Background: an optimization exercise with open tools, aiming at small area. Do not read the settings as production practice.
Function was checked by simulation only, so behaviour that the tests miss may differ from the original.
In runs 5 to 7 the design's own scripts or RTL, not TritonCTS, make the clock network.
The clock input has no modelled driver; a real chip could not lean on it and would need a root buffer or a full tree.
Power and IR drop assume default switching activity.

$ cat flow/run.sh
#!/bin/bash
# Standard ORFS layout, except that:
#  - the combinational logic of the standard synthesis netlist is re-mapped by
#    ABC for area (each script of flow/scripts.txt is tried, the smallest
#    result that is proven equivalent is kept); registers are left as the
#    standard synthesis made them;
#  - ports are buffered with the smallest buffer;
#  - clock tree synthesis uses no dummy loads.
set -euo pipefail
W=$PWD
R=$W/orfs/results/$FLOW_PLATFORM/game/base
LIB=$FLOW_HOME/platforms/$FLOW_PLATFORM/lib/sky130_fd_sc_hd__tt_025C_1v80.lib

# 1. standard synthesis (netlist only)
bash standard.sh $R/1_2_yosys.v > $W/1_standard_synth.log 2>&1
cp $R/1_2_yosys.v $W/standard_1_2_yosys.v

# 2. area re-mapping of the combinational logic; same don't-use cells as ORFS
export REOPT_LIB=$LIB REOPT_IN=$W/standard_1_2_yosys.v FLOW_TOP
export REOPT_DONT_USE=$(grep -o -- '-dont_use [A-Za-z0-9_]*' $W/orfs/logs/$FLOW_PLATFORM/game/base/1_2_yosys.log | sort -u | tr '\n' ' ')
mkdir -p $W/reopt
awk -v d=$W/reopt 'BEGIN{n=0; f=sprintf("%s/s%03d.abc",d,n)} /^#/{close(f); n++; f=sprintf("%s/s%03d.abc",d,n); next} {print > f}' $W/flow/scripts.txt
ls $W/reopt/s*.abc | xargs -P ${NUM_CORES:-4} -I{} bash -c \
  'REOPT_SCRIPT={} REOPT_OUT={}.v yosys -c '$W'/flow/reopt.tcl > {}.log 2>&1 || true'
for s in $W/reopt/s*.abc; do
  a=$( (grep "Chip area" $s.log 2>/dev/null || true) | tail -1 | awk '{print $NF}')
  if [[ -n "$a" && -s $s.v ]]; then echo "$a $(basename $s .abc)"; fi
done | sort -k1,1n -k2,2 > $W/2_reopt_areas.txt
# keep the smallest result that is proven equivalent to the standard netlist
best=""
while read -r a n; do
  if EQ_GOLD=$W/standard_1_2_yosys.v EQ_GATE=$W/reopt/$n.abc.v \
       yosys -c $W/flow/eqchk.tcl > $W/reopt/$n.eq.log 2>&1; then
    best=$n; break
  fi
done < $W/2_reopt_areas.txt
if [[ -n "$best" ]]; then
  echo "chosen $best" >> $W/2_reopt_areas.txt
  cp $W/reopt/$best.abc.v $R/1_2_yosys.v
  cat $W/reopt/$best.abc.log $W/reopt/$best.eq.log > $W/2_reopt_best.log
  touch $R/1_2_yosys.v
fi

# 3. the rest of the standard flow
export BUFFER_PORTS_ARGS="-buffer_cell sky130_fd_sc_hd__buf_1"
export CTS_ARGS="-sink_clustering_enable -repair_clock_nets -dont_use_dummy_load"
bash standard.sh > $W/3_standard_layout.log 2>&1
$ cat flow/eqchk.tcl
# Check that a re-mapped netlist does what the standard synthesis netlist does
# (registers are paired by name).
set lib $::env(REOPT_LIB)
yosys read_liberty -ignore_miss_func $lib
yosys read_verilog $::env(EQ_GOLD)
yosys rename $::env(FLOW_TOP) eq_gold
yosys read_verilog $::env(EQ_GATE)
yosys rename $::env(FLOW_TOP) eq_gate
yosys hierarchy -check
yosys flatten eq_gold eq_gate
yosys opt_clean
yosys equiv_make eq_gold eq_gate eq_miter
yosys hierarchy -top eq_miter
yosys equiv_simple -seq 2
yosys equiv_induct
yosys equiv_status -assert
$ cat flow/reopt.tcl
# Re-map the combinational logic of the standard synthesis netlist for area.
# Registers (and their instance names and cell types) are left untouched.
set lib $::env(REOPT_LIB)
yosys read_liberty -ignore_miss_func $lib
yosys read_verilog $::env(REOPT_IN)
yosys hierarchy -top $::env(FLOW_TOP)
yosys setattr -mod -set keep_hierarchy 1 sky130_fd_sc_hd__*df*
yosys setattr -mod -set keep_hierarchy 1 sky130_fd_sc_hd__conb*
yosys flatten
yosys setattr -mod -set blackbox 1 sky130_fd_sc_hd__*
yosys opt_clean
yosys abc -liberty $lib {*}$::env(REOPT_DONT_USE) -script $::env(REOPT_SCRIPT)
yosys opt_clean -purge
yosys rename -hide w:*.*
yosys opt_clean -purge
yosys stat -liberty $lib
yosys write_verilog -noattr -noexpr -nohex -nodec -selected $::env(REOPT_OUT)
$ cat flow/scripts.txt
strash
dch -f
amap
#
strash
dch
amap
#
strash
dch -f
map -a
#
strash
amap
#
strash
dc2
dch -f
amap
#
strash
dc2
dch
amap
#
strash
dc2
dch -f
map -a
#
strash
dc2
amap
#
strash
dc2
dc2
dch -f
amap
#
strash
dc2
dc2
dch
amap
#
strash
dc2
dc2
dch -f
map -a
#
strash
dc2
dc2
amap
#
strash
balance
rewrite
refactor
balance
rewrite
rewrite -z
balance
refactor -z
rewrite -z
balance
dch -f
amap
#
strash
balance
rewrite
refactor
balance
rewrite
rewrite -z
balance
refactor -z
rewrite -z
balance
dch
amap
#
strash
balance
rewrite
refactor
balance
rewrite
rewrite -z
balance
refactor -z
rewrite -z
balance
dch -f
map -a
#
strash
balance
rewrite
refactor
balance
rewrite
rewrite -z
balance
refactor -z
rewrite -z
balance
amap
#
strash
balance
rewrite
refactor
balance
rewrite
rewrite -z
balance
refactor -z
rewrite -z
balance
dc2
dch -f
amap
#
strash
balance
rewrite
refactor
balance
rewrite
rewrite -z
balance
refactor -z
rewrite -z
balance
dc2
dch
amap
#
strash
balance
rewrite
refactor
balance
rewrite
rewrite -z
balance
refactor -z
rewrite -z
balance
dc2
dch -f
map -a
#
strash
balance
rewrite
refactor
balance
rewrite
rewrite -z
balance
refactor -z
rewrite -z
balance
dc2
amap
#
strash
&get -n
&syn2
&put
dch -f
amap
#
strash
&get -n
&syn2
&put
dch
amap
#
strash
&get -n
&syn2
&put
dch -f
map -a
#
strash
&get -n
&syn2
&put
amap
#
strash
rewrite -z
resub -z
&get -n
&synch2
&put
balance
rewrite
&get -n
&syn2
&put
dch -f
amap
#
strash
&get -n
&dc2
&put
balance
&get -n
&syn2
&put
refactor
balance
rewrite
dch -f
map -a
#
strash
rewrite
refactor
rewrite
&get -n
&syn2
&put
resub -z
balance
&get -n
&dc2
&put
dch -f
amap
#
strash
&get -n
&synch2
&put
&get -n
&synch2
&put
&get -n
&dc2
&put
balance
dch -f
map -a
#
strash
refactor
dch -f
amap
#
strash
refactor -z
resub -z
rewrite -z
dch -f
amap
#
strash
&get -n
&syn2
&put
&get -n
&synch2
&put
rewrite -z
rewrite
&get -n
&dc2
&put
dch
amap
#
strash
rewrite
&get -n
&syn2
&put
&get -n
&syn3
&put
rewrite
&get -n
&dc2
&put
balance
dch
amap
#
strash
&get -n
&synch2
&put
&get -n
&syn2
&put
resub -z
resub
dc2
&get -n
&dc2
&put
dc2
resub
dch -f
amap -m
#
strash
rewrite -z
&get -n
&syn3
&put
refactor
rewrite
dch -f
amap -m
#
strash
resub
&get -n
&syn3
&put
dc2
refactor -z
&get -n
&dc2
&put
rewrite
rewrite
&get -n
&syn2
&put
dch -f
map -a
#
strash
resub
rewrite -z
dc2
dch -f
map -a
#
strash
&get -n
&synch2
&put
dch -f
amap
#
strash
resub
&get -n
&syn3
&put
resub
&get -n
&dc2
&put
dc2
&get -n
&dc2
&put
dch -f
map -a
#
strash
rewrite
refactor -z
dch -f
map -a
#
strash
balance
&get -n
&syn3
&put
dch -f
amap -m
#
strash
refactor -z
&get -n
&syn3
&put
resub -z
&get -n
&synch2
&put
resub
balance
dc2
resub
dch
amap
#
strash
dc2
balance
dch
amap
#
strash
rewrite -z
&get -n
&syn3
&put
refactor
resub -z
resub -z
dch -f
map -a
#
strash
rewrite -z
dc2
dch -f
map -a
#
strash
rewrite -z
resub -z
&get -n
&syn2
&put
refactor -z
&get -n
&syn3
&put
dch -f
map -a
#
strash
&get -n
&synch2
&put
resub -z
refactor
rewrite -z
rewrite
rewrite -z
dch
amap
#
strash
&get -n
&synch2
&put
refactor
balance
dc2
dch
amap
#
strash
refactor -z
balance
rewrite -z
resub -z
&get -n
&syn2
&put
dch -f
amap -m
#
strash
rewrite -z
&get -n
&syn3
&put
&get -n
&syn2
&put
&get -n
&dc2
&put
&get -n
&synch2
&put
&get -n
&synch2
&put
dch -f
amap
#
strash
&get -n
&synch2
&put
&get -n
&syn2
&put
resub -z
resub -z
resub -z
resub -z
rewrite
dc2
dch -f
map -a
#
strash
refactor
dch -f
amap
#
strash
dc2
rewrite -z
rewrite
resub
dch -f
amap
#
strash
balance
&get -n
&dc2
&put
dch
amap
#
strash
resub
&get -n
&dc2
&put
dch -f
amap
#
strash
refactor
&get -n
&dc2
&put
dch -f
map -a
#
strash
&get -n
&synch2
&put
refactor -z
resub
dch -f
amap -m
#
strash
rewrite
rewrite
dc2
dc2
dc2
dc2
refactor -z
rewrite
dch
amap
#
strash
&get -n
&syn3
&put
resub
dch -f
amap -m
#
strash
&get -n
&syn3
&put
rewrite -z
&get -n
&syn2
&put
balance
refactor
&get -n
&syn2
&put
resub
rewrite -z
dch -f
amap
#
strash
&get -n
&synch2
&put
rewrite
&get -n
&syn3
&put
refactor -z
&get -n
&syn2
&put
dch -f
amap -m
#
strash
resub
refactor
&get -n
&syn2
&put
dch -f
amap -m
#
strash
&get -n
&dc2
&put
refactor
refactor
resub -z
dch
amap
#
strash
&get -n
&syn2
&put
dc2
resub
&get -n
&syn3
&put
dch -f
amap
#
strash
refactor -z
dch -f
map -a
#
strash
refactor
&get -n
&syn3
&put
&get -n
&dc2
&put
resub
dc2
dch -f
amap -m
#
strash
rewrite
refactor
rewrite
refactor
dc2
refactor
dch -f
amap -m
#
strash
dc2
&get -n
&dc2
&put
&get -n
&dc2
&put
balance
dch -f
map -a
#
strash
&get -n
&synch2
&put
rewrite
&get -n
&synch2
&put
rewrite
resub -z
&get -n
&syn3
&put
dch
amap
#
strash
rewrite -z
resub -z
&get -n
&synch2
&put
resub
rewrite
&get -n
&syn3
&put
resub -z
dc2
dch -f
map -a
#
strash
&get -n
&syn3
&put
rewrite -z
dch
amap
#
strash
balance
rewrite -z
&get -n
&dc2
&put
dch -f
map -a
#
strash
&get -n
&dc2
&put
&get -n
&dc2
&put
dc2
dch -f
amap -m
#
strash
&get -n
&syn2
&put
&get -n
&syn2
&put
rewrite -z
dch -f
amap
#
strash
&get -n
&syn3
&put
dch -f
amap
#
strash
resub -z
refactor
refactor
dch -f
amap
#
strash
refactor
refactor -z
&get -n
&syn2
&put
refactor
&get -n
&dc2
&put
dch -f
amap -m
#
strash
&get -n
&syn2
&put
resub -z
rewrite -z
balance
&get -n
&syn3
&put
dch -f
amap -m
#
strash
&get -n
&synch2
&put
&get -n
&dc2
&put
&get -n
&syn2
&put
resub -z
&get -n
&syn2
&put
rewrite -z
&get -n
&syn2
&put
rewrite -z
dch -f
amap
#
strash
rewrite -z
&get -n
&dc2
&put
balance
rewrite -z
rewrite -z
rewrite -z
dc2
&get -n
&dc2
&put
dch -f
amap
#
strash
resub
dch -f
map -a
#
strash
&get -n
&syn2
&put
balance
dch
amap
#
strash
refactor -z
balance
rewrite
&get -n
&syn2
&put
dch -f
map -a
#
strash
rewrite
dch -f
map -a
#
strash
&get -n
&dc2
&put
&get -n
&syn2
&put
&get -n
&dc2
&put
&get -n
&syn2
&put
refactor
&get -n
&syn3
&put
dch -f
amap -m
#
strash
&get -n
&deepsyn -T 40 -S 1
&put
strash
dch -f
amap
#
strash
&get -n
&deepsyn -T 40 -S 2
&put
strash
dch -f
amap
#
strash
&get -n
&deepsyn -T 40 -S 3
&put
strash
dch -f
amap
#
strash
&get -n
&deepsyn -T 40 -S 4
&put
strash
dch -f
amap
#
$ cat standard.sh
#!/bin/bash
# synth_recipe.tcl (not shown) runs the flow's synth.tcl, then flattens the netlist and writes it again
# the make line also repeats each setting of config.mk as NAME=value (left out here)
make -C /OpenROAD-flow-scripts/flow DESIGN_CONFIG=/design/flow/config.mk WORK_HOME=/design/flow/orfs CLKGATE_MAP_FILE= SYNTH_SCRIPT=/design/flow/synth_recipe.tcl "${@:-finish}"
$ cat config.mk
export PLATFORM = sky130hd
export DESIGN_NAME = game
export DESIGN_NICKNAME = game
export VERILOG_FILES = /design/flow/design.v
export SDC_FILE = /design/flow/constraint.sdc
export NUM_CORES = 4
export LEC_CHECK = 0
export CAP_MARGIN = 20
export CORE_MARGIN = 2
export CORE_UTILIZATION = 40
export SLEW_MARGIN = 20
$ cat constraint.sdc
create_clock -name core_clock -period 10.0 [get_ports {CLK}]
set_input_delay 2.0000 -clock core_clock [delete_from_list [all_inputs] [get_ports {CLK}]]
set_output_delay 2.0000 -clock core_clock [all_outputs]
set_load 0.01 [all_outputs]
$ cat design.v
module game (
    input CLK,
    input RST,
    output LED_R0,
    output LED_R1,
    output LED_R2,
    output LED_R3,
    output LED_R4,
    output LED_R5,
    output LED_R6,
    output LED_R7,
    output LED_C0,
    output LED_C1,
    output LED_C2,
    output LED_C3,
    input BTN_1,
    input BTN_2,
    input BTN_RST
    );
    reg        RUN, VIS;
    reg [2:0]  BASKET;       
    reg [3:0]  SH1, SH2, SHR;    
    reg        IN1, IN2, INR;    
    wire running = RUN & VIS;
    wire blank   = RUN & ~VIS;
    reg [2:0]  UP;
    reg [9:0]  LOW;
    wire low0    = (LOW[8:0] == 9'd0);
    wire low_end = low0 & LOW[9];
    wire tick    = low0 & ~LOW[9] & (UP == 3'd0);
    wire [1:0] row = UP[1:0];
    reg [5:0]  NUM;          
    reg [1:0]  EROW;         
    localparam [63:0] XTAB0 = 64'h1db3de7f6f656919;
    localparam [63:0] XTAB1 = 64'h936a3140d8d7dd95;
    localparam [63:0] XTAB2 = 64'h5adf29e0b4bc335f;
    wire [2:0] EGG_X = {XTAB2[NUM], XTAB1[NUM], XTAB0[NUM]};
    wire press1 = SH1[3] & ~SH1[2];      
    wire press2 = SH2[3] & ~SH2[2];      
    wire start  = SHR[3] & ~SHR[2] & ~RUN;
    wire caught = |((8'd1 << EGG_X) & (8'd3 << BASKET));
    wire lost   = running & tick & (EROW == 2'd3) & ~caught;
    always @(posedge CLK) begin
        IN1 <= BTN_1;
        IN2 <= BTN_2;
        INR <= BTN_RST;
        if (RST) begin
            RUN <= 1'b1;
            VIS <= 1'b0;
            UP <= 3'd7;
            LOW <= 10'h200;
            SH1[2:0] <= 3'h7;
            SH2[2:0] <= 3'h7;
            SHR[2:0] <= 3'h7;
        end else begin
            LOW <= {LOW[8:0], LOW[9] ^ LOW[6] ^ low0};
            UP <= UP + {2'd0, low_end};
            RUN <= (running & ~lost) | start;
            VIS <= running | start;
            if (running) begin
                SH1 <= {SH1[2:0], IN1};
                SH2 <= {SH2[2:0], IN2};
            end
            if (~RUN)
                SHR <= {SHR[2:0], INR};
        end
        if (start) begin
            BASKET <= 3'd3;
            NUM <= 6'd0;
            EROW <= 2'd0;
        end else if (running) begin
            if (press2 & (BASKET != 3'd6))
                BASKET <= BASKET + 3'd1;
            else if (press1 & (BASKET != 3'd0))
                BASKET <= BASKET - 3'd1;
            if (tick) begin
                EROW <= EROW + 2'd1;
                if (EROW == 2'd3)
                    NUM <= NUM + 6'd1;
            end
        end
    end
    wire       egg_on  = running & (EROW != 2'd0) & (row == EROW - 2'd1);
    wire       bask_on = VIS & (row == 2'd3);
    wire       show     = egg_on | bask_on;
    wire [2:0] pos      = bask_on ? BASKET : EGG_X;
    wire [7:0] pos_row  = 8'd1 << pos;
    wire [7:0] LED_R = ~({8{show}} & (pos_row | ({8{bask_on}} & {pos_row[6:0], 1'b0})));
    wire [3:0] LED_C = blank ? 4'hF : ~(4'd1 << row);
    assign {LED_R7, LED_R6, LED_R5, LED_R4, LED_R3, LED_R2, LED_R1, LED_R0} = LED_R;
    assign {LED_C0, LED_C1, LED_C2, LED_C3} = LED_C;
endmodule
==> flow_summary.json, run 1 <==
{
  "outcome": "complete, no violations",
  "multi_input_area_um2": 860.8,
  "power_density_nw_per_um2": 181.3,
  "cpMostUsedCell": "clkinv_1",
  "worst_slack_ps": 4563,
  "synthCells": 230,
  "clk_transition_reported_paths_ps": 70,
  "dr_total_vias": 1619,
  "drc": 0,
  "rsz0062_at_grt": "no",
  "core-area_um2": 4384,
  "drt_wl_total_um": 3640,
  "critPathMaxStageDelay_ps": 500,
  "avgSynthCellArea_um2": 7.964,
  "combPwrFrac": 0.245,
  "ant_nets": 0,
  "ys_warn_count": 1,
  "period_needed_ps": 5437,
  "drv_cap": 0,
  "tightest_slew_ps": 634.7,
  "startpoint_type": "flip-flop",
  "grt_usage": 0.1511,
  "hpwlAfterDp_um": 2710,
  "nets": 259,
  "die_h_um": 71.67,
  "slew_headroom": 0.5659,
  "p_leak_nw": 0.6771,
  "cts_buffers": 5,
  "switchingPower_mw": 0.1143,
  "pre_cts_ws_ps": 4893,
  "nFillCells": 444,
  "drt_iter0_markers": 113,
  "worstSkewPairLatency_ps": 290,
  "hp-class": "flip-flop to flip-flop",
  "setup_viol": 0,
  "cp-end-kind": "output port",
  "htreeDepth": 2,
  "overflow": 0,
  "p_clk_frac": 0.253,
  "root_buffer": "clkbuf_8",
  "intPower_mw": 0.2543,
  "antenna_found_initial": 0,
  "io_pins": 17,
  "final_max_slew_viol_count": 0,
  "period_share": 0.5437,
  "gp_congestion": 0.9228,
  "synth_fp_nets": 235,
  "diodes": 0,
  "timing.hold.ws_ps": 422.0,
  "timing.fmax_ghz": 0.1839,
  "worstPathRequired_ps": 8000,
  "via_per_inst": 5.326,
  "hold_buffers": 0,
  "die_w_um": 71.67,
  "cts_sinks": 41,
  "row_count": 24,
  "power_mw": 0.3686,
  "grt_max_degree": 15,
  "max-vdd-ir-drop_uv": 95.34,
  "switching_share": 0.3101,
  "crit_chain": "clkinv_1 -> nor2_1 -> o21ai_0 -> nor4_1 -> a221oi_1 -> o32a_1 -> a2111oi_0 -> clkinv_1 -> o22ai_1 -> clkinv_1 -> or3_1 -> buf_1",
  "crit_slowest_cell": "a2111oi_0",
  "netlist_area_um2": 1832,
  "port-buffer-count": 16,
  "hold_viol": 0,
  "firstDrtPassIters": 4,
  "cts_resized": 0,
  "post_cts_buffers": 0,
  "finClkSkew_ps": 15.22,
  "drive_above_1_share": 0.02381,
  "ctsLongestPathBuffers": 2,
  "finalSetupTns_ps": 0,
  "grt_pass1_wl_um": 6127,
  "area_growth_pct": 11.00,
  "grt_pass1_vias": 1399,
  "wire_per_inst_um": 11.97,
  "regArea_um2": 850.8,
  "crit_arrival_ps": 3440,
  "p_seq_frac": 0.502,
  "fp.dieArea_um2": 5137,
  "cp_max_fo": 9,
  "worstSetupPathType": "flip-flop to output port",
  "cts_tree": "yes",
  "start_util": 0.4178
}
## metrics by stage
| stage | cell area, um^2 | cells | util |
|---|---|---|---|
| finish | 2033 | 304 | 0.4638 |
| global route | 2033 | 304 | 0.4638 |
| CTS | 2033 | 304 | 0.4638 |
| detailed placement | 1964 | 299 | 0.4481 |
| global placement | 1964 | 299 | 0.4481 |
| floorplan | 1832 | 230 | - |
## worst paths after layout
kind / startpoint / endpoint / slack, ps / cells after the start
hold reg to reg: LOW[1] / LOW[2] / 420 / 2
setup / recovery: NUM[0] / LED_R7 / 4560 / 12
hold / removal: LOW[1] / LOW[2] / 420 / 2
setup reg to reg: NUM[0] / RUN / 6980 / 12
## sequential cells by signal (all words and copies together) (netlist names), named ones only
name	cells
BASKET	3
EROW	2
IN1	1
IN2	1
INR	1
LOW	10
NUM	6
RUN	1
SH1	4
SH2	4
SHR	4
UP	3
## power groups by stage
stage,combinational (mW),clock [mW],sequential (mW)
after floorplan,0.0700,0,0.186
after global placement,0.0892,0,0.188
after detailed placement,0.0895,0,0.188
after CTS,0.0898,0.0966,0.185
after global routing,0.103,0.105,0.186
final,0.0905,0.0931,0.185
## cell usage in the layout, fill, tap and decap left out, types with 3 or more instances in the layout
master and instances:
nor2_1 45, dfxtp_1 38, clkinv_1 32, nand2_1 18, buf_1 16, nor2b_1 11
o21ai_0 11, o22a_1 10, a21oi_1 10, or3_1 9, a211oi_1 7, nor3_1 6
clkbuf_8 5, o22ai_1 4, edfxtp_1 3, o221ai_1 3, nor4_1 3
## layout make-up
class	instances	share of cell area
Timing Repair Buffer	17	0.03323
Tap cell	52	0.03200
Multi-Input combinational cell	157	0.4234
Inverter	32	0.05908
Sequential cell	41	0.4185
Clock buffer	5	0.03385
## worst max-delay path: cells and delay by family, from the launching register on
kind	cells	cell delay [ps]
buf+inv	4	690
compound gates	5	1360
simple gates	3	740
flops	1	370
## routing by layer
metal	vias up	part of all wire	global-route usage
li1	856	-	-
met1	716	0.50	0.2035
met2	39	0.43	0.2263
met3	8	0.048	0.03376
met4	0	0.023	0.07966
met5	-	0	0
==> inputs of run 2 (changes only) <==
--- a/design.v
+++ b/design.v
@@ -17,12 +17,13 @@
     input BTN_2,
     input BTN_RST
     );
-    reg        RUN, VIS;
-    reg [2:0]  BASKET;       
+    reg        RUN;
+    reg [2:0]  BASKET;
     reg [3:0]  SH1, SH2, SHR;    
     reg        IN1, IN2, INR;    
-    wire running = RUN & VIS;
-    wire blank   = RUN & ~VIS;
+    wire nobask  = (BASKET == 3'd7);
+    wire running = RUN & ~nobask;
+    wire blank   = RUN & nobask;
     reg [2:0]  UP;
     reg [9:0]  LOW;
     wire low0    = (LOW[8:0] == 9'd0);
@@ -46,7 +47,7 @@
         INR <= BTN_RST;
         if (RST) begin
             RUN <= 1'b1;
-            VIS <= 1'b0;
+            BASKET <= 3'd7;
             UP <= 3'd7;
             LOW <= 10'h200;
             SH1[2:0] <= 3'h7;
@@ -56,7 +57,6 @@
             LOW <= {LOW[8:0], LOW[9] ^ LOW[6] ^ low0};
             UP <= UP + {2'd0, low_end};
             RUN <= (running & ~lost) | start;
-            VIS <= running | start;
             if (running) begin
                 SH1 <= {SH1[2:0], IN1};
                 SH2 <= {SH2[2:0], IN2};
@@ -64,15 +64,21 @@
             if (~RUN)
                 SHR <= {SHR[2:0], INR};
         end
+        if (~RST) begin
+            if (start)
+                BASKET <= 3'd3;
+            else if (running) begin
+                if (press2 & (BASKET != 3'd6))
+                    BASKET <= BASKET + 3'd1;
+                else if (press1 & (BASKET != 3'd0))
+                    BASKET <= BASKET - 3'd1;
+            end else
+                BASKET <= 3'd7;
+        end
         if (start) begin
-            BASKET <= 3'd3;
             NUM <= 6'd0;
             EROW <= 2'd0;
         end else if (running) begin
-            if (press2 & (BASKET != 3'd6))
-                BASKET <= BASKET + 3'd1;
-            else if (press1 & (BASKET != 3'd0))
-                BASKET <= BASKET - 3'd1;
             if (tick) begin
                 EROW <= EROW + 2'd1;
                 if (EROW == 2'd3)
@@ -81,7 +87,7 @@
         end
     end
     wire       egg_on  = running & (EROW != 2'd0) & (row == EROW - 2'd1);
-    wire       bask_on = VIS & (row == 2'd3);
+    wire       bask_on = ~nobask & (row == 2'd3);
     wire       show     = egg_on | bask_on;
     wire [2:0] pos      = bask_on ? BASKET : EGG_X;
     wire [7:0] pos_row  = 8'd1 << pos;
==> flow/eqchk.tcl (replaced) <==
# Check that a re-mapped netlist does what the standard synthesis netlist does.
# Only ports and register instances (same names in both) are paired.
set lib $::env(REOPT_LIB)
yosys read_liberty -ignore_miss_func $lib
yosys read_verilog $::env(EQ_GOLD)
yosys rename $::env(FLOW_TOP) eq_gold
yosys read_verilog $::env(EQ_GATE)
yosys rename $::env(FLOW_TOP) eq_gate
yosys hierarchy -check
foreach m {eq_gold eq_gate} {
  yosys rename -hide $m/w:* $m/x:* %d
  yosys rename -hide $m/c:* $m/t:sky130_fd_sc_hd__*df* %d
}
yosys flatten eq_gold eq_gate
yosys opt_clean
yosys equiv_make eq_gold eq_gate eq_miter
yosys hierarchy -top eq_miter
yosys equiv_simple -seq 2
yosys equiv_induct
yosys equiv_status -assert
==> flow_summary.json, run 2 <==
{
  "multi_input_area_um2": 879.6,
  "startpoint_type": "flip-flop",
  "grt_max_degree": 14,
  "drt_iter0_markers": 89,
  "max-vdd-ir-drop_uv": 91.53,
  "die_w_um": 71.58,
  "area_growth_pct": 10.62,
  "ys_warn_count": 1,
  "power_density_nw_per_um2": 171.7,
  "hp-class": "flip-flop to flip-flop",
  "clk_transition_reported_paths_ps": 70,
  "finClkSkew_ps": 11.83,
  "hpwlAfterDp_um": 2822,
  "io_pins": 17,
  "drv_cap": 0,
  "drc": 0,
  "fp.dieArea_um2": 5124,
  "gp_congestion": 0.8198,
  "tightest_slew_ps": 766.5,
  "htreeDepth": 2,
  "cts_resized": 0,
  "start_util": 0.4167,
  "p_seq_frac": 0.521,
  "drt_wl_total_um": 3767,
  "slew_headroom": 0.4879,
  "intPower_mw": 0.2397,
  "netlist_area_um2": 1827,
  "stdcell_count": 303,
  "row_count": 24,
  "largest_reg_flops": 10,
  "worstPathRequired_ps": 8000,
  "timing.fmax_ghz": 0.2002,
  "final_cell_mix": "nor2_1 (38), dfxtp_1 (37), clkinv_1 (31), nand2_1 (22), buf_1 (16)",
  "hold_buffers": 0,
  "final_common_cell": "nor2_1",
  "antenna_found_initial": 0,
  "diodes": 0,
  "cts_tree": "yes",
  "p_leak_nw": 0.6894,
  "overflow": 0,
  "setup_viol": 0,
  "period_needed_ps": 4995,
  "worstSetupPathType": "flip-flop to output port",
  "root_buffer": "clkbuf_8",
  "hold_viol": 0,
  "outcome": "complete, no violations",
  "regArea_um2": 830.8,
  "grt_pass1_vias": 1531,
  "ctsLongestPathBuffers": 2,
  "wire_per_inst_um": 12.43,
  "grt_usage": 0.1614,
  "dr_total_vias": 1695,
  "final_max_slew_viol_count": 0,
  "p_clk_frac": 0.266,
  "top_regs": "LOW: 10 flops, NUM: 6 flops",
  "post_cts_buffers": 0,
  "synthCells": 230,
  "cts_buffers": 5,
  "cts_sinks": 40,
  "synth_fp_nets": 235,
  "period_share": 0.4995,
  "rsz0062_at_grt": "no",
  "worst_slack_ps": 5005,
  "grt_pass1_wl_um": 6741,
  "cp-end-kind": "output port",
  "finalSetupTns_ps": 0,
  "crit_arrival_ps": 2990,
  "via_per_inst": 5.594,
  "avgSynthCellArea_um2": 7.942,
  "port-buffer-count": 16,
  "nets": 258,
  "timing.hold.ws_ps": 446.4,
  "ant_nets": 0,
  "pre_cts_ws_ps": 5322,
  "worstSkewPairLatency_ps": 290,
  "combPwrFrac": 0.214,
  "dp.cells": 298,
  "cp_max_fo": 8,
  "nFillCells": 450,
  "firstDrtPassIters": 4,
  "drive_above_1_share": 0.01992,
  "switchingPower_mw": 0.1071,
  "switching_share": 0.3089,
  "largest_register": "LOW",
  "core-area_um2": 4384,
  "die_h_um": 71.58
}
==> run 2: path summary, 6_finish.rpt <==
check          from     end  slack (ps)  cells past startpoint
min reg2reg  LOW[5]  LOW[6]         450                      1
max reg2reg  NUM[0]     RUN        7020                     14
min          LOW[5]  LOW[6]         450                      1
max          NUM[0]  LED_R0        5010                     10
==> run 2: power groups by stage <==
stage          Combinational [mW]  Clock, mW  Sequential (mW)
3_3_place_gp               0.0736          0            0.184
2_1_floorplan              0.0588          0            0.181
3_5_place_dp               0.0728          0            0.184
4_1_cts                    0.0733     0.0969            0.180
6_report                   0.0741     0.0921            0.181
5_1_grt                    0.0852      0.105            0.182
==> run 2: cell type report <==
cell class,count,share of cell area
multi-input cells,159,0.4353
flip-flops and latches,40,0.4111
inverters,31,0.05759
clock buffers,5,0.03406
well taps,52,0.03220
repair buffers,16,0.02972
==> run 2: routing by layer <==
layer | wire length [um] | vias up | track usage
met5 | 0 | - | 0
met4 | 60 | 0 | 0.06289
met3 | 205 | 7 | 0.03938
met2 | 1648 | 46 | 0.2407
met1 | 1852 | 770 | 0.2257
li1 | - | 872 | -
==> run 2: per-stage QoR <==
stage | instance area [um^2] | power, mW | util
final | 2021 | 0.3469 | 0.4609
after floorplan | 1827 | 0.2399 | -
after global placement | 1952 | 0.2576 | 0.4452
after global routing | 2021 | 0.3717 | 0.4609
after CTS | 2021 | 0.3506 | 0.4609
after detailed placement | 1952 | 0.2568 | 0.4452
==> run 2: critical path, stage by stage (launching register included) <==
cell      delay [ps]
dfxtp_1          490
clkinv_1         240
nor3_1           350
nor2_1           100
o32ai_1          190
nor4_1           100
nor4_1           320
clkinv_1         190
or3_1            420
o22a_1           200
buf_1            120
==> inputs of run 3 (changes only) <==
--- a/flow/run.sh
+++ b/flow/run.sh
@@ -30,7 +30,7 @@
 best=""
 while read -r a n; do
   if EQ_GOLD=$W/standard_1_2_yosys.v EQ_GATE=$W/reopt/$n.abc.v \
-       yosys -c $W/flow/eqchk.tcl > $W/reopt/$n.eq.log 2>&1; then
+       timeout 300 yosys -c $W/flow/eqchk.tcl > $W/reopt/$n.eq.log 2>&1; then
     best=$n; break
   fi
 done < $W/2_reopt_areas.txt
==> flow_summary.json, run 3 <==
{
  "outcome": "complete, no violations",
  "period_share": 0.4995,
  "cpLargestDelayFamily": "simple AND/OR/NAND/NOR gates",
  "io_pins": 17,
  "nets": 258,
  "tightest_slew_ps": 766.5,
  "die_w_um": 71.58,
  "hold_start": "LOW[5]",
  "crit_arrival_ps": 2990,
  "worstPathRequired_ps": 8000,
  "nFillCells": 450,
  "setup_viol": 0,
  "area_growth_pct": 10.62,
  "slew_headroom": 0.4879,
  "p_leak_nw": 0.6894,
  "largest_register": "LOW",
  "ctsLongestPathBuffers": 2,
  "diodes": 0,
  "startpoint_type": "flip-flop",
  "ys_warn_count": 1,
  "final_max_slew_viol_count": 0,
  "r2r_cells": 14,
  "cts_tree": "yes",
  "root_buffer": "clkbuf_8",
  "largest_reg_flops": 10,
  "reg2reg_setup_slack_ps": 7020,
  "worstSkewPairLatency_ps": 290,
  "drv_cap": 0,
  "netlist_area_um2": 1827,
  "firstDrtPassIters": 4,
  "power_density_nw_per_um2": 171.7,
  "top_regs": "LOW: 10 flops, NUM: 6 flops",
  "cts_buffers": 5,
  "crit_chain": "clkinv_1 -> nor3_1 -> nor2_1 -> o32ai_1 -> nor4_1 -> nor4_1 -> clkinv_1 -> or3_1 -> o22a_1 -> buf_1",
  "fp.dieArea_um2": 5124,
  "overflow": 0,
  "min_to": "LOW[6]",
  "wire_per_inst_um": 12.43,
  "max-vdd-ir-drop_uv": 91.53,
  "htreeDepth": 2,
  "cp-end-kind": "output port",
  "post_cts_buffers": 0,
  "rsz0062_at_grt": "no",
  "r2r_end": "RUN",
  "core-area_um2": 4384,
  "period_needed_ps": 4995,
  "final_cell_mix": "nor2_1 (38), dfxtp_1 (37), clkinv_1 (31), nand2_1 (22), buf_1 (16)",
  "critPathLaunch": "NUM[0]",
  "cp_max_fo": 8,
  "drive_above_1_share": 0.01992,
  "cts_sinks": 40,
  "hold_viol": 0,
  "synth_fp_nets": 235,
  "synthCells": 230,
  "path_buf_inv": 3,
  "grt_pass1_vias": 1531,
  "critPathMaxStageDelay_ps": 490,
  "drt_iter0_markers": 89,
  "grt_pass1_wl_um": 6741,
  "worstSetupPathType": "flip-flop to output port",
  "hp-class": "flip-flop to flip-flop",
  "final_common_cell": "nor2_1",
  "antenna_found_initial": 0,
  "crit_slowest_cell": "dfxtp_1",
  "finClkSkew_ps": 11.83,
  "avgSynthCellArea_um2": 7.942,
  "drc": 0,
  "reg2reg_from": "NUM[0]",
  "finalSetupTns_ps": 0,
  "grt_usage": 0.1614,
  "timing.fmax_ghz": 0.2002,
  "timing.hold.ws_ps": 446.4,
  "hold_depth": 1,
  "start_util": 0.4167,
  "clk_transition_reported_paths_ps": 70,
  "dr_total_vias": 1695,
  "hold_buffers": 0,
  "hpwlAfterDp_um": 2822,
  "die_h_um": 71.58,
  "row_count": 24,
  "ant_nets": 0,
  "cts_resized": 0,
  "via_per_inst": 5.594,
  "gp_congestion": 0.8198,
  "drt_wl_total_um": 3767,
  "grt_max_degree": 14,
  "port-buffer-count": 16
}
==> run 3: stage by stage <==
stage          std cells  cell area, um^2    util  worst slack, ps  power [mW]
2_1_floorplan        230             1827       -             5692      0.2399
3_3_place_gp         298             1952  0.4452             5377      0.2576
3_5_place_dp         298             1952  0.4452             5322      0.2568
4_1_cts              303             2021  0.4609             4994      0.3506
5_1_grt              303             2021  0.4609             4655      0.3717
6_report             303             2021  0.4609             5005      0.3469
==> run 3: area by class of cell <==
cell class / instances / area [um^2] / area share
inverters: 31 / 116.4 / 0.05759
well taps: 52 / 65.06 / 0.03220
clock buffers: 5 / 68.82 / 0.03406
multi-input cells: 159 / 879.6 / 0.4353
repair buffers: 16 / 60.06 / 0.02972
flip-flops and latches: 40 / 830.8 / 0.4111
==> run 3: worst register-to-register path, delay by kind of cell (launching register included) <==
kind	cells	cell delay (ps)
buffers and inverters	2	440
AO/OA/AOI/OAI	4	650
flip-flops	1	490
AND/OR/NAND/NOR	8	1340
==> run 3: where the power goes <==
part	total, mW	internal (mW)	switching (mW)	leakage [nW]
clock	0.0921	0.0449	0.0472	0.0359
combinational	0.0741	0.0246	0.0495	0.326
sequential	0.181	0.170	0.0105	0.327
==> run 3: worst max-delay path by stage <==
| stage | endpoint | slack [ps] | cells past startpoint |
|---|---|---|---|
| 3_3_place_gp | LED_R0 | 5380 | 10 |
| 2_1_floorplan | LED_R0 | 5690 | 9 |
| 6_report | LED_R0 | 5010 | 10 |
| 3_5_place_dp | LED_R0 | 5320 | 10 |
| 5_1_grt | LED_R0 | 4660 | 10 |
| 4_1_cts | LED_R0 | 4990 | 10 |
==> run 3: metal layers <==
metal / part of all wire / vias to the layer above / track usage
li1: - / 872 / -
met1: 0.49 / 770 / 0.2257
met2: 0.44 / 46 / 0.2407
met3: 0.054 / 7 / 0.03938
met4: 0.016 / 0 / 0.06289
met5: 0 / - / 0
==> inputs of run 4 (changes only) <==
--- a/design.v
+++ b/design.v
@@ -40,7 +40,7 @@
     wire press2 = SH2[3] & ~SH2[2];      
     wire start  = SHR[3] & ~SHR[2] & ~RUN;
     wire caught = |((8'd1 << EGG_X) & (8'd3 << BASKET));
-    wire lost   = running & tick & (EROW == 2'd3) & ~caught;
+    wire lost   = running & tick & (EROW == 2'd2) & ~caught;
     always @(posedge CLK) begin
         IN1 <= BTN_1;
         IN2 <= BTN_2;
@@ -77,16 +77,16 @@
         end
         if (start) begin
             NUM <= 6'd0;
-            EROW <= 2'd0;
+            EROW <= 2'd3;
         end else if (running) begin
             if (tick) begin
                 EROW <= EROW + 2'd1;
-                if (EROW == 2'd3)
+                if (EROW == 2'd2)
                     NUM <= NUM + 6'd1;
             end
         end
     end
-    wire       egg_on  = running & (EROW != 2'd0) & (row == EROW - 2'd1);
+    wire       egg_on  = running & (row != 2'd3) & (row == EROW);
     wire       bask_on = ~nobask & (row == 2'd3);
     wire       show     = egg_on | bask_on;
     wire [2:0] pos      = bask_on ? BASKET : EGG_X;
==> flow_summary.json, run 4 <==
{
  "outcome": "complete, no violations",
  "worstPathRequired_ps": 8000,
  "hold_depth": 2,
  "diodes": 0,
  "path_buf_inv": 5,
  "period_share": 0.5213,
  "hpwlAfterDp_um": 2818,
  "critPathMaxStageDelay_ps": 470,
  "overflow": 0,
  "root_buffer": "clkbuf_8",
  "setup_viol": 0,
  "finClkSkew_ps": 11.90,
  "drt_iter0_markers": 147,
  "firstDrtPassIters": 4,
  "reg2reg_from": "NUM[1]",
  "startpoint_type": "flip-flop",
  "ctsLongestPathBuffers": 2,
  "wire_per_inst_um": 12.24,
  "crit_slowest_cell": "dfxtp_1",
  "cts_tree": "yes",
  "ys_warn_count": 1,
  "port-buffer-count": 16,
  "cpMostUsedCell": "clkinv_1",
  "finalSetupTns_ps": 0,
  "r2r_end": "RUN",
  "grt_pass1_vias": 1489,
  "die_w_um": 71.35,
  "nFillCells": 427,
  "cp-end-kind": "output port",
  "post_cts_buffers": 0,
  "worst_slack_ps": 4787,
  "hold_start": "LOW[4]",
  "grt_pass1_wl_um": 6651,
  "power_density_nw_per_um2": 180.5,
  "fp.dieArea_um2": 5090,
  "hold_buffers": 0,
  "min_to": "LOW[5]",
  "netlist_area_um2": 1814,
  "nets": 259,
  "grt_max_degree": 15,
  "gp_congestion": 0.8097,
  "hp-class": "flip-flop to flip-flop",
  "max-vdd-ir-drop_uv": 100.0,
  "cts_sinks": 40,
  "clk_transition_reported_paths_ps": 70,
  "slew_headroom": 0.5612,
  "period_needed_ps": 5213,
  "via_per_inst": 5.332,
  "rsz0062_at_grt": "no",
  "top_regs": "LOW: 10 flops, NUM: 6 flops",
  "drive_above_1_share": 0.01984,
  "final_common_cell": "nor2_1",
  "start_util": 0.4167,
  "io_pins": 17,
  "die_h_um": 71.35,
  "p_leak_nw": 0.6756,
  "power_mw": 0.3625,
  "worstSetupPathType": "flip-flop to output port",
  "hold_viol": 0,
  "synthCells": 231,
  "pre_cts_ws_ps": 5103,
  "core-area_um2": 4354,
  "grt_usage": 0.1640,
  "tightest_slew_ps": 656.1,
  "final_max_slew_viol_count": 0,
  "area_growth_pct": 10.69,
  "crit_arrival_ps": 3210,
  "cpLargestDelayFamily": "compound AO/OA/AOI/OAI gates",
  "worstSkewPairLatency_ps": 280,
  "antenna_found_initial": 0,
  "reg2reg_setup_slack_ps": 7230,
  "drv_cap": 0,
  "ant_nets": 0,
  "timing.fmax_ghz": 0.1918,
  "cp_max_fo": 9,
  "drt_wl_total_um": 3722,
  "crit_chain": "clkinv_1 -> nor2_1 -> clkinv_1 -> o32a_1 -> o21ai_0 -> clkinv_1 -> o21ai_0 -> clkinv_1 -> or3_1 -> buf_1",
  "synth_fp_nets": 236,
  "row_count": 24,
  "htreeDepth": 2,
  "cts_resized": 0,
  "final_cell_mix": "nor2_1 (45), dfxtp_1 (37), clkinv_1 (34), nand2_1 (21), buf_1 (16)",
  "critPathLaunch": "NUM[1]",
  "cts_buffers": 5,
  "drc": 0,
  "r2r_cells": 12,
  "largest_register": "LOW",
  "largest_reg_flops": 10,
  "dr_total_vias": 1621,
  "avgSynthCellArea_um2": 7.854
}
[run 4: report_power, final]
part | internal, mW | switching [mW]
Sequential | 0.173 | 0.0117
Combinational | 0.0293 | 0.0565
Clock | 0.0449 | 0.0477
Total | 0.247 | 0.116
[run 4: final cells by class]
class / instances / area, um^2 / area share
inverter: 34 / 127.6 / 0.06355
clock buffer: 5 / 68.82 / 0.03427
timing repair buffer: 16 / 60.06 / 0.02991
tap: 52 / 65.06 / 0.03240
sequential: 40 / 830.8 / 0.4137
multi-input combinational: 157 / 855.8 / 0.4262
[run 4: worst max-delay path by stage]
stage | to | slack (ps) | cells after the start
final | LED_R2 | 4790 | 10
after global routing | LED_R2 | 4390 | 10
after CTS | LED_R2 | 4790 | 10
after detailed placement | LED_R2 | 5100 | 10
after global placement | LED_R2 | 5190 | 10
after floorplan | LED_R0 | 5470 | 9
[run 4: tightest hold or removal path, delay by kind of cell, from the launching register on]
family                 cells  cell delay [ps]
buffers and inverters      1               50
DFF                        1              300
and+or+nand+nor            1               30
[run 4: per-stage QoR]
stage	area (um^2)	hold slack, ps	cells	utilization
6_report	2008	418.3	304	0.4612
5_1_grt	2008	445.5	304	0.4612
4_1_cts	2008	417.3	304	0.4612
3_5_place_dp	1939	410.5	299	0.4454
3_3_place_gp	1939	410.0	299	0.4454
2_1_floorplan	1814	397.5	231	-
[run 4: per-layer routing]
| metal | part of all wire | wire [um] | vias up | global-route usage |
|---|---|---|---|---|
| met5 | 0 | 0 | - | 0 |
| met4 | 0.0067 | 25 | 0 | 0.05660 |
| met3 | 0.052 | 193 | 2 | 0.04219 |
| met2 | 0.45 | 1665 | 43 | 0.2582 |
| met1 | 0.49 | 1837 | 711 | 0.2194 |
| li1 | - | - | 865 | - |
==> inputs of run 5 (changes only) <==
--- a/flow/run.sh
+++ b/flow/run.sh
@@ -5,7 +5,8 @@
 #    result that is proven equivalent is kept); registers are left as the
 #    standard synthesis made them;
 #  - ports are buffered with the smallest buffer;
-#  - clock tree synthesis uses no dummy loads.
+#  - the clock tree is four clock buffers, one per cluster of registers,
+#    driven by the clock port (pre_cts.tcl, post_cts.tcl).
 set -euo pipefail
 W=$PWD
 R=$W/orfs/results/$FLOW_PLATFORM/game/base
@@ -43,5 +44,7 @@
 
 # 3. the rest of the standard flow
 export BUFFER_PORTS_ARGS="-buffer_cell sky130_fd_sc_hd__buf_1"
-export CTS_ARGS="-sink_clustering_enable -repair_clock_nets -dont_use_dummy_load"
+export CTS_ARGS="-clk_nets CLK -repair_clock_nets -dont_use_dummy_load"
+export PRE_CTS_TCL=$W/flow/pre_cts.tcl
+export POST_CTS_TCL=$W/flow/post_cts.tcl
 bash standard.sh > $W/3_standard_layout.log 2>&1
==> flow/manclk.tcl (new file) <==
# Drive the register clock pins from a few clock buffers, one per cluster of
# registers (k-means on their positions), each placed at its cluster's centre.
proc manual_clock_buffers { master_name nbuf } {
  set block [ord::get_db_block]
  set net [$block findNet CLK]
  set master [[ord::get_db] findMaster $master_name]
  set its {}
  foreach it [$net getITerms] {
    set loc [[$it getInst] getLocation]
    lappend its [list $it [lindex $loc 0] [lindex $loc 1]]
  }
  set its [lsort -real -index 1 $its]
  set n [llength $its]
  # initial centres: spread along x
  set cx {}; set cy {}
  for {set k 0} {$k < $nbuf} {incr k} {
    set e [lindex $its [expr {int(($k + 0.5) * $n / $nbuf)}]]
    lappend cx [lindex $e 1]; lappend cy [lindex $e 2]
  }
  for {set iter 0} {$iter < 20} {incr iter} {
    set asg {}
    foreach e $its {
      set best 0; set bd 1e30
      for {set k 0} {$k < $nbuf} {incr k} {
        set d [expr {abs([lindex $e 1] - [lindex $cx $k]) + abs([lindex $e 2] - [lindex $cy $k])}]
        if {$d < $bd} {set bd $d; set best $k}
      }
      lappend asg $best
    }
    set ncx {}; set ncy {}
    for {set k 0} {$k < $nbuf} {incr k} {
      set sx 0; set sy 0; set m 0
      foreach e $its a $asg { if {$a == $k} { set sx [expr {$sx + [lindex $e 1]}]; set sy [expr {$sy + [lindex $e 2]}]; incr m } }
      if {$m > 0} { lappend ncx [expr {$sx / $m}]; lappend ncy [expr {$sy / $m}] } else { lappend ncx [lindex $cx $k]; lappend ncy [lindex $cy $k] }
    }
    set cx $ncx; set cy $ncy
  }
  for {set k 0} {$k < $nbuf} {incr k} {
    set inst [odb::dbInst_create $block $master clkbuf_manual_$k]
    set newnet [odb::dbNet_create $block clknet_manual_$k]
    $newnet setSigType CLOCK
    set m 0
    foreach e $its a $asg {
      if {$a == $k} { set it [lindex $e 0]; $it disconnect; $it connect $newnet; incr m }
    }
    [$inst findITerm A] connect $net
    [$inst findITerm X] connect $newnet
    $inst setLocation [expr {int([lindex $cx $k])}] [expr {int([lindex $cy $k])}]
    $inst setPlacementStatus PLACED
    puts "manual clock buffer $k ($master_name) drives $m clock pins"
  }
}

# Remove the buffers that clock_tree_synthesis put on the clock port's net, so
# that the port drives the manual clock buffers directly.
proc remove_port_clock_buffers { } {
  set block [ord::get_db_block]
  set clk [$block findNet CLK]
  set removed 0
  foreach inst [$block getInsts] {
    set name [$inst getName]
    if {![string match "clkbuf_*_CLK" $name] && ![string match "clkbuf_*_f_CLK" $name]} { continue }
    set out [[$inst findITerm X] getNet]
    [$inst findITerm A] disconnect
    [$inst findITerm X] disconnect
    if {$out != "NULL"} {
      foreach it [$out getITerms] { $it disconnect; $it connect $clk }
      odb::dbNet_destroy $out
    }
    odb::dbInst_destroy $inst
    incr removed
  }
  puts "removed $removed clock tree buffers from the port's net"
}
==> flow/post_cts.tcl (new file) <==
# clock_tree_synthesis (run on the port's net only) buffers the port's net
# to the four clock buffers; remove those buffers again.
source [file join [file dirname [info script]] manclk.tcl]
remove_port_clock_buffers
==> flow/pre_cts.tcl (new file) <==
# Clock tree: the clock port drives four clock buffers, each driving the
# registers of one cluster (see manclk.tcl).
source [file join [file dirname [info script]] manclk.tcl]
manual_clock_buffers sky130_fd_sc_hd__clkbuf_4 4
==> flow_summary.json, run 5 <==
{
  "hpwlAfterDp_um": 2818,
  "dp.cells": 299,
  "worstSkewPairLatency_ps": 160,
  "final_cell_mix": "nor2_1 (45), dfxtp_1 (37), clkinv_1 (34), nand2_1 (21), buf_1 (16)",
  "start_util": 0.4167,
  "tightest_slew_ps": 652.3,
  "reg2reg_setup_slack_ps": 7230,
  "crit_arrival_ps": 3110,
  "drv_cap": 0,
  "setup_viol": 0,
  "synth_fp_nets": 236,
  "drc": 0,
  "hold_viol": 0,
  "diodes": 0,
  "reg2reg_from": "NUM[1]",
  "grt_pass1_vias": 1478,
  "worstPathRequired_ps": 8000,
  "slew_headroom": 0.5638,
  "row_count": 24,
  "drt_iter0_markers": 154,
  "area_growth_pct": 8.552,
  "drive_above_1_share": 0.01594,
  "cp_max_fo": 9,
  "largest_reg_flops": 10,
  "max-vdd-ir-drop_uv": 94.15,
  "largest_register": "LOW",
  "ant_nets": 0,
  "hold_start": "LOW[3]",
  "antenna_found_initial": 0,
  "r2r_end": "RUN",
  "period_needed_ps": 5109,
  "p_leak_nw": 0.6580,
  "overflow": 0,
  "period_share": 0.5109,
  "power_density_nw_per_um2": 166.0,
  "finish.utilization": 0.4523,
  "hold_depth": 2,
  "nFillCells": 429,
  "timing.fmax_ghz": 0.1957,
  "drt_wl_total_um": 3666,
  "dr_total_vias": 1616,
  "clk_transition_reported_paths_ps": 100,
  "gp_congestion": 0.8097,
  "min_to": "LOW[4]",
  "ys_warn_count": 1,
  "worstSetupPathType": "flip-flop to output port",
  "r2r_cells": 12,
  "hp-class": "flip-flop to flip-flop",
  "rsz0062_at_grt": "no",
  "die_w_um": 71.35,
  "final_common_cell": "nor2_1",
  "core-area_um2": 4354,
  "cp-end-kind": "output port",
  "io_pins": 17,
  "synthCells": 231,
  "grt_pass1_wl_um": 6548,
  "die_h_um": 71.35,
  "avgSynthCellArea_um2": 7.854,
  "startpoint_type": "flip-flop",
  "via_per_inst": 5.333,
  "nets": 258,
  "grt_usage": 0.1589,
  "final_max_slew_viol_count": 0,
  "port-buffer-count": 16,
  "outcome": "complete, no violations",
  "finClkSkew_ps": 4.450,
  "stdcell_count": 303,
  "netlist_area_um2": 1814,
  "fp.dieArea_um2": 5090,
  "wire_per_inst_um": 12.10,
  "top_regs": "LOW: 10 flops, NUM: 6 flops",
  "firstDrtPassIters": 4,
  "grt_max_degree": 15,
  "finalSetupTns_ps": 0
}
==> run 5: power by group <==
group,switching (mW),internal (mW),leakage [nW]
logic,0.0565,0.0293,0.312
registers,0.0117,0.172,0.328
clock network,0.0378,0.0192,0.0184
==> run 5: per-stage QoR <==
step / cell area, um^2 / worst slack, ps / power [mW] / hold WS, ps
2_1_floorplan: 1814 / 5474 / 0.2526 / 397.5
5_1_grt: 1969 / 4498 / 0.3504 / 450.9
3_5_place_dp: 1939 / 5103 / 0.2719 / 410.5
3_3_place_gp: 1939 / 5190 / 0.2726 / 410.0
6_report: 1969 / 4891 / 0.3269 / 421.7
==> run 5: worst max-delay path, cell delays in order (launching register included) <==
cell and delay, ps:
dfxtp_1 490, clkinv_1 160, nor2_1 200, clkinv_1 110, o32a_1 350, o21ai_0 350, clkinv_1 150, o21ai_0 420
clkinv_1 200, or3_1 380, buf_1 140
==> run 5: how the worst max path moves through the flow <==
stage | startpoint | endpoint | slack [ps]
global route | NUM[1] | LED_R2 | 4500
detailed placement | NUM[1] | LED_R2 | 5100
global placement | NUM[1] | LED_R2 | 5190
finish | NUM[1] | LED_R2 | 4890
floorplan | NUM[1] | LED_R0 | 5470
==> run 5: final cells by class <==
cell class	count	area [um^2]	area share
timing repair buffer	16	60.06	0.03050
inverter	34	127.6	0.06480
sequential	40	830.8	0.4219
tap	52	65.06	0.03304
buffer	4	30.03	0.01525
multi-input combinational	157	855.8	0.4346
==> run 5: per-layer routing <==
metal | vias to the layer above | routed length [um] | global-route usage
met3 | 4 | 204 | 0.03797
met5 | - | 0 | 0
li1 | 864 | - | -
met2 | 42 | 1588 | 0.2551
met4 | 0 | 36 | 0.03774
met1 | 706 | 1836 | 0.2176
==> inputs of run 6 (changes only) <==
--- a/flow/scripts.txt
+++ b/flow/scripts.txt
@@ -876,7 +876,7 @@
 #
 strash
 &get -n
-&deepsyn -T 40 -S 1
+&deepsyn -T 240 -S 1
 &put
 strash
 dch -f
@@ -884,7 +884,7 @@
 #
 strash
 &get -n
-&deepsyn -T 40 -S 2
+&deepsyn -T 240 -S 2
 &put
 strash
 dch -f
@@ -892,7 +892,7 @@
 #
 strash
 &get -n
-&deepsyn -T 40 -S 3
+&deepsyn -T 240 -S 3
 &put
 strash
 dch -f
@@ -900,7 +900,7 @@
 #
 strash
 &get -n
-&deepsyn -T 40 -S 4
+&deepsyn -T 240 -S 4
 &put
 strash
 dch -f
==> flow_summary.json, run 6 <==
{
  "outcome": "complete, no violations",
  "dr_total_vias": 1604,
  "largest_reg_flops": 10,
  "io_pins": 17,
  "power_density_nw_per_um2": 153.9,
  "via_per_inst": 5.347,
  "cpLargestDelayFamily": "simple AND/OR/NAND/NOR gates",
  "gp_congestion": 0.8796,
  "nets": 255,
  "hp-class": "flip-flop to flip-flop",
  "period_share": 0.5120,
  "switchingPower_mw": 0.08702,
  "rsz0062_at_grt": "no",
  "tightest_slew_ps": 567.2,
  "hold_depth": 2,
  "slew_headroom": 0.6121,
  "r2r_cells": 12,
  "avgSynthCellArea_um2": 7.798,
  "grt_pass1_vias": 1380,
  "gr-usage-met2": 0.2285,
  "die_h_um": 70.67,
  "p_leak_nw": 0.6714,
  "drive_above_1_share": 0.01613,
  "finClkSkew_ps": 7.730,
  "combPwrFrac": 0.196,
  "p_clk_frac": 0.195,
  "timing.fmax_ghz": 0.1953,
  "r2r_end": "RUN",
  "stdcell_count": 300,
  "wire_per_inst_um": 11.86,
  "core-area_um2": 4324,
  "gr-usage-met1": 0.2126,
  "hold_start": "LOW[2]",
  "worstSkewPairLatency_ps": 160,
  "diodes": 0,
  "cp_max_fo": 7,
  "clk_transition_reported_paths_ps": 110,
  "min_to": "LOW[3]",
  "crit_chain": "clkinv_1 -> nor3_1 -> nor3_1 -> a2111oi_0 -> clkinv_1 -> nor2_1 -> o41ai_1 -> or2_0 -> o21ai_0 -> o21ai_0 -> or2_0 -> buf_1",
  "final_max_slew_viol_count": 0,
  "p_seq_frac": 0.609,
  "worstPathRequired_ps": 8000,
  "nFillCells": 467,
  "antenna_found_initial": 0,
  "max-vdd-ir-drop_uv": 92.04,
  "gr-max-usage-layer": "met2",
  "ant_nets": 0,
  "grt_pass1_wl_um": 6106,
  "path_buf_inv": 3,
  "power_mw": 0.2975,
  "dp.cells": 296,
  "cp-end-kind": "output port",
  "crit_arrival_ps": 3120,
  "area_growth_pct": 8.726,
  "switching_share": 0.2925,
  "ys_warn_count": 1,
  "critPathMaxStageDelay_ps": 580,
  "synthCells": 228,
  "period_needed_ps": 5120,
  "reg2reg_setup_slack_ps": 7160,
  "hold_viol": 0,
  "largest_register": "LOW",
  "final_common_cell": "nor2_1",
  "startpoint_type": "flip-flop",
  "reg2reg_from": "NUM[2]",
  "crit_slowest_cell": "a2111oi_0",
  "drt_wl_total_um": 3558,
  "use_met3": 0.03846,
  "overflow": 0,
  "drv_cap": 0,
  "worstSetupPathType": "flip-flop to output port",
  "netlist_area_um2": 1778,
  "critPathLaunch": "NUM[2]",
  "fp.dieArea_um2": 4994,
  "setup_viol": 0,
  "top_regs": "LOW: 10 flops, NUM: 6 flops",
  "hpwlAfterDp_um": 2647,
  "final_cell_mix": "nor2_1 (43), dfxtp_1 (37), clkinv_1 (31), nand2_1 (20)",
  "start_util": 0.4112,
  "intPower_mw": 0.2105,
  "drt_iter0_markers": 150,
  "drc": 0,
  "grt_max_degree": 14,
  "finalSetupTns_ps": 0,
  "row_count": 24,
  "synth_fp_nets": 233,
  "grt_usage": 0.1500,
  "die_w_um": 70.67,
  "port-buffer-count": 16,
  "firstDrtPassIters": 4
}
-- run 6: cell type report --
class                      count  area (um^2)  area share
timing repair buffer          16        60.06     0.03107
sequential                    40        830.8      0.4298
multi-input combinational    157        830.8      0.4298
inverter                      31        116.4     0.06019
buffer                         4        30.03     0.01553
tap                           52        65.06     0.03366
-- run 6: metrics by stage --
step	worst slack [ps]	cell area (um^2)	util	hold WS, ps
floorplan	5445	1778	-	397.5
finish	4880	1933	0.4470	415.8
global placement	5149	1903	0.4401	413.4
detailed placement	5040	1903	0.4401	408.2
global route	4447	1933	0.4470	440.2
-- run 6: worst max path at each step --
stage	slack [ps]	end	cells after the start
final	4880	LED_R7	12
after global routing	4450	LED_R3	12
after detailed placement	5040	LED_R7	12
after global placement	5150	LED_R3	12
after floorplan	5450	LED_R3	11
-- run 6: worst min-delay path: cells and delay by family, from the launching register on --
kind                   cells  cell delay, ps
buffers and inverters      1              50
and+or+nand+nor            1              30
DFF                        1             310
-- run 6: power groups by stage --
stage	combinational (mW)	clock, mW	sequential (mW)
after floorplan	0.0449	0	0.182
after global placement	0.0578	0	0.185
after detailed placement	0.0575	0	0.184
after global routing	0.0665	0.0665	0.183
final	0.0582	0.0580	0.181
-- run 6: routing by layer --
metal	vias up	part of all wire	wire length, um
li1	842	-	-
met2	49	0.43	1515
met5	-	0	0
met3	0	0.050	178
met4	0	0	0
met1	713	0.52	1864
==> inputs of run 7 (changes only) <==
==> flow/run.sh (replaced) <==
#!/bin/bash
# Standard ORFS layout, except that:
#  - the combinational logic of the standard synthesis netlist is re-mapped by
#    ABC for area (see step 2); registers are left as the standard
#    synthesis made them;
#  - ports are buffered with the smallest buffer;
#  - the clock tree is four clock buffers, one per cluster of registers,
#    driven by the clock port (pre_cts.tcl, post_cts.tcl).
set -euo pipefail
W=$PWD
R=$W/orfs/results/$FLOW_PLATFORM/game/base
LIB=$FLOW_HOME/platforms/$FLOW_PLATFORM/lib/sky130_fd_sc_hd__tt_025C_1v80.lib

# 1. standard synthesis (netlist only)
bash standard.sh $R/1_2_yosys.v > $W/1_standard_synth.log 2>&1
cp $R/1_2_yosys.v $W/standard_1_2_yosys.v

# 2. area re-mapping of the combinational logic; same don't-use cells as ORFS.
# Round 1 maps the standard netlist with every script of flow/scripts.txt;
# round 2 maps round 1's result again with the scripts that are not deepsyn
# runs. A result is used only if it is proven equivalent to the standard
# netlist.
export REOPT_LIB=$LIB FLOW_TOP
export REOPT_DONT_USE=$(grep -o -- '-dont_use [A-Za-z0-9_]*' $W/orfs/logs/$FLOW_PLATFORM/game/base/1_2_yosys.log | sort -u | tr '\n' ' ')
remap() {  # remap <input netlist> <folder> <all|quick>; prints "<area> <netlist>" of the best
  local in=$1 d=$2 mode=$3
  mkdir -p $d
  awk -v d=$d 'BEGIN{n=0; f=sprintf("%s/s%03d.abc",d,n)} /^#/{close(f); n++; f=sprintf("%s/s%03d.abc",d,n); next} {print > f}' $W/flow/scripts.txt
  if [[ $mode == quick ]]; then (grep -l deepsyn $d/s*.abc || true) | xargs -r rm -f; fi
  ls $d/s*.abc | xargs -P ${NUM_CORES:-4} -I{} bash -c \
    'REOPT_IN='$in' REOPT_SCRIPT={} REOPT_OUT={}.v yosys -c '$W'/flow/reopt.tcl > {}.log 2>&1 || true'
  for s in $d/s*.abc; do
    a=$( (grep "Chip area" $s.log 2>/dev/null || true) | tail -1 | awk '{print $NF}')
    if [[ -n "$a" && -s $s.v ]]; then echo "$a $(basename $s .abc)"; fi
  done | sort -k1,1n -k2,2 > $d/areas.txt
  while read -r a n; do
    if EQ_GOLD=$W/standard_1_2_yosys.v EQ_GATE=$d/$n.abc.v \
         timeout 300 yosys -c $W/flow/eqchk.tcl > $d/$n.eq.log 2>&1; then
      echo "chosen $n" >> $d/areas.txt
      cat $d/$n.abc.log $d/$n.eq.log > $d/best.log
      echo "$a $d/$n.abc.v"
      return
    fi
  done < $d/areas.txt
}
r1=$(remap $W/standard_1_2_yosys.v $W/reopt all)
best=""; best_area=""
if [[ -n "$r1" ]]; then
  best_area=${r1%% *}; best=${r1#* }
  r2=$(remap $best $W/reopt2 quick)
  if [[ -n "$r2" ]] && awk "BEGIN{exit !(${r2%% *} < $best_area)}"; then
    best_area=${r2%% *}; best=${r2#* }
  fi
fi
echo "round 1: $r1" > $W/2_reopt_chosen.txt
echo "round 2: ${r2:-}" >> $W/2_reopt_chosen.txt
echo "used: $best $best_area" >> $W/2_reopt_chosen.txt
if [[ -n "$best" ]]; then
  cp $best $R/1_2_yosys.v
  touch $R/1_2_yosys.v
fi

# 3. the rest of the standard flow
export BUFFER_PORTS_ARGS="-buffer_cell sky130_fd_sc_hd__buf_1"
export CTS_ARGS="-clk_nets CLK -repair_clock_nets -dont_use_dummy_load"
export PRE_CTS_TCL=$W/flow/pre_cts.tcl
export POST_CTS_TCL=$W/flow/post_cts.tcl
bash standard.sh > $W/3_standard_layout.log 2>&1
==> flow_summary.json, run 7 <==
{
  "outcome": "complete, no violations",
  "largest_reg_flops": 10,
  "largest_register": "LOW",
  "crit_slowest_cell": "a2111oi_0",
  "switchingPower_mw": 0.08702,
  "hp-class": "flip-flop to flip-flop",
  "fp.dieArea_um2": 4994,
  "top_regs": "LOW: 10 flops, NUM: 6 flops",
  "crit_arrival_ps": 3120,
  "ant_nets": 0,
  "antenna_found_initial": 0,
  "drc": 0,
  "ys_warn_count": 1,
  "start_util": 0.4112,
  "firstDrtPassIters": 4,
  "period_needed_ps": 5120,
  "row_count": 24,
  "die_w_um": 70.67,
  "gp_congestion": 0.8796,
  "diodes": 0,
  "intPower_mw": 0.2105,
  "hold_viol": 0,
  "synth_fp_nets": 233,
  "nets": 255,
  "r2r_cells": 12,
  "drv_cap": 0,
  "drt_iter0_markers": 150,
  "startpoint_type": "flip-flop",
  "drt_wl_total_um": 3558,
  "port-buffer-count": 16,
  "p_clk_frac": 0.195,
  "cp_max_fo": 7,
  "final_common_cell": "nor2_1",
  "clk_transition_reported_paths_ps": 110,
  "drive_above_1_share": 0.01613,
  "p_seq_frac": 0.609,
  "power_density_nw_per_um2": 153.9,
  "slew_headroom": 0.6121,
  "worstPathRequired_ps": 8000,
  "overflow": 0,
  "grt_max_degree": 14,
  "p_leak_nw": 0.6714,
  "wire_per_inst_um": 11.86,
  "hold_start": "LOW[2]",
  "rsz0062_at_grt": "no",
  "r2r_end": "RUN",
  "hold_depth": 2,
  "timing.fmax_ghz": 0.1953,
  "min_to": "LOW[3]",
  "netlist_area_um2": 1778,
  "avgSynthCellArea_um2": 7.798,
  "hpwlAfterDp_um": 2647,
  "grt_pass1_wl_um": 6106,
  "period_share": 0.5120,
  "dr_total_vias": 1604,
  "cpLargestDelayFamily": "simple AND/OR/NAND/NOR gates",
  "path_buf_inv": 3,
  "pre_cts_ws_ps": 5040,
  "reg2reg_setup_slack_ps": 7160,
  "switching_share": 0.2925,
  "worst_slack_ps": 4880,
  "grt_usage": 0.1500,
  "worstSkewPairLatency_ps": 160,
  "worstSetupPathType": "flip-flop to output port",
  "synthCells": 228,
  "finalSetupTns_ps": 0,
  "combPwrFrac": 0.196,
  "tightest_slew_ps": 567.2,
  "via_per_inst": 5.347,
  "final_max_slew_viol_count": 0,
  "critPathMaxStageDelay_ps": 580,
  "final_cell_mix": "nor2_1 (43), dfxtp_1 (37), clkinv_1 (31), nand2_1 (20)",
  "grt_pass1_vias": 1380,
  "core-area_um2": 4324,
  "max-vdd-ir-drop_uv": 92.04,
  "cp-end-kind": "output port",
  "io_pins": 17,
  "reg2reg_from": "NUM[2]",
  "area_growth_pct": 8.726,
  "die_h_um": 70.67,
  "setup_viol": 0,
  "finClkSkew_ps": 7.730,
  "crit_chain": "clkinv_1 -> nor3_1 -> nor3_1 -> a2111oi_0 -> clkinv_1 -> nor2_1 -> o41ai_1 -> or2_0 -> o21ai_0 -> o21ai_0 -> or2_0 -> buf_1"
}
-- run 7: final cells by class --
cell class / instances / area, um^2
Buffer: 4 / 30.03
Fill cell: 467 / 2391
Inverter: 31 / 116.4
Multi-Input combinational cell: 157 / 830.8
Sequential cell: 40 / 830.8
Tap cell: 52 / 65.06
Timing Repair Buffer: 16 / 60.06
-- run 7: stage by stage --
step                      cells  utilization  power [mW]  hold WS [ps]  area (um^2)
after floorplan             228            -      0.2272         397.5         1778
after global routing        300       0.4470      0.3159         440.2         1933
after global placement      296       0.4401      0.2428         413.4         1903
final                       300       0.4470      0.2975         415.8         1933
after detailed placement    296       0.4401      0.2419         408.2         1903
-- run 7: routing by layer --
metal	vias up	global-route usage	wire [um]
li1	842	-	-
met1	713	0.2126	1864
met2	49	0.2285	1515
met3	0	0.03846	178
met4	0	0.04193	0
met5	-	0	0
-- run 7: worst register-to-register path: stages (launching register included) --
cell and delay (ps):
dfxtp_1 450, clkinv_1 220, nor3_1 270, nor3_1 110, a2111oi_0 580, clkinv_1 180, a21oi_1 270, nor2_1 70
o22ai_1 150, nor2_1 60, a21oi_1 120, o211ai_1 110, a31oi_1 180
-- run 7: worst max-delay path by stage --
stage | from | to | depth (start not counted)
after floorplan | NUM[2] | LED_R3 | 11
after global placement | NUM[2] | LED_R3 | 12
after detailed placement | NUM[2] | LED_R7 | 12
after global routing | NUM[2] | LED_R3 | 12
final | NUM[2] | LED_R7 | 12
-- run 7: power by group through the flow --
stage	clock [mW]	combinational, mW	sequential (mW)
3_5_place_dp	0	0.0575	0.184
2_1_floorplan	0	0.0449	0.182
5_1_grt	0.0665	0.0665	0.183
6_report	0.0580	0.0582	0.181
3_3_place_gp	0	0.0578	0.185

[static timing again, ports no longer ideal]
No port has a modelled driver above. Below, the same layouts with a new extraction and two added sets of constraints.
Step 1, drivers: a clkbuf_16 drives CLK and a buf_2 each remaining input, both assumed.
Step 2 moves the port delays by t, midway between the first and last clock arrival at a register: inputs arrive t later, outputs are due t later. That takes back most of the time a late clock gives input paths.
a / b / c = no drivers / after step 1 / after step 2; a / b = the first two.
| run | t (ns) | setup WS [ns] | hold WS [ns] | worst setup path after step 2 |
|---|---|---|---|---|
| run 1 | 0.308 | 4.563 / 4.538 / 4.846 | 0.422 / 0.422 / 0.422 | register to output |
| run 2 | 0.303 | 5.005 / 4.982 / 5.285 | 0.446 / 0.446 / 0.446 | register to output |
| run 3 | 0.303 | 5.005 / 4.982 / 5.285 | 0.446 / 0.446 / 0.446 | register to output |
| run 4 | 0.301 | 4.787 / 4.761 / 5.062 | 0.418 / 0.418 / 0.418 | register to output |
| run 5 | 0.201 | 4.891 / 4.848 / 5.049 | 0.422 / 0.422 / 0.422 | register to output |
| run 6 | 0.201 | 4.880 / 4.840 / 5.041 | 0.416 / 0.416 / 0.416 | register to output |
| run 7 | 0.201 | 4.880 / 4.840 / 5.041 | 0.416 / 0.416 / 0.416 | register to output |
After both steps every run listed still meets setup and hold.
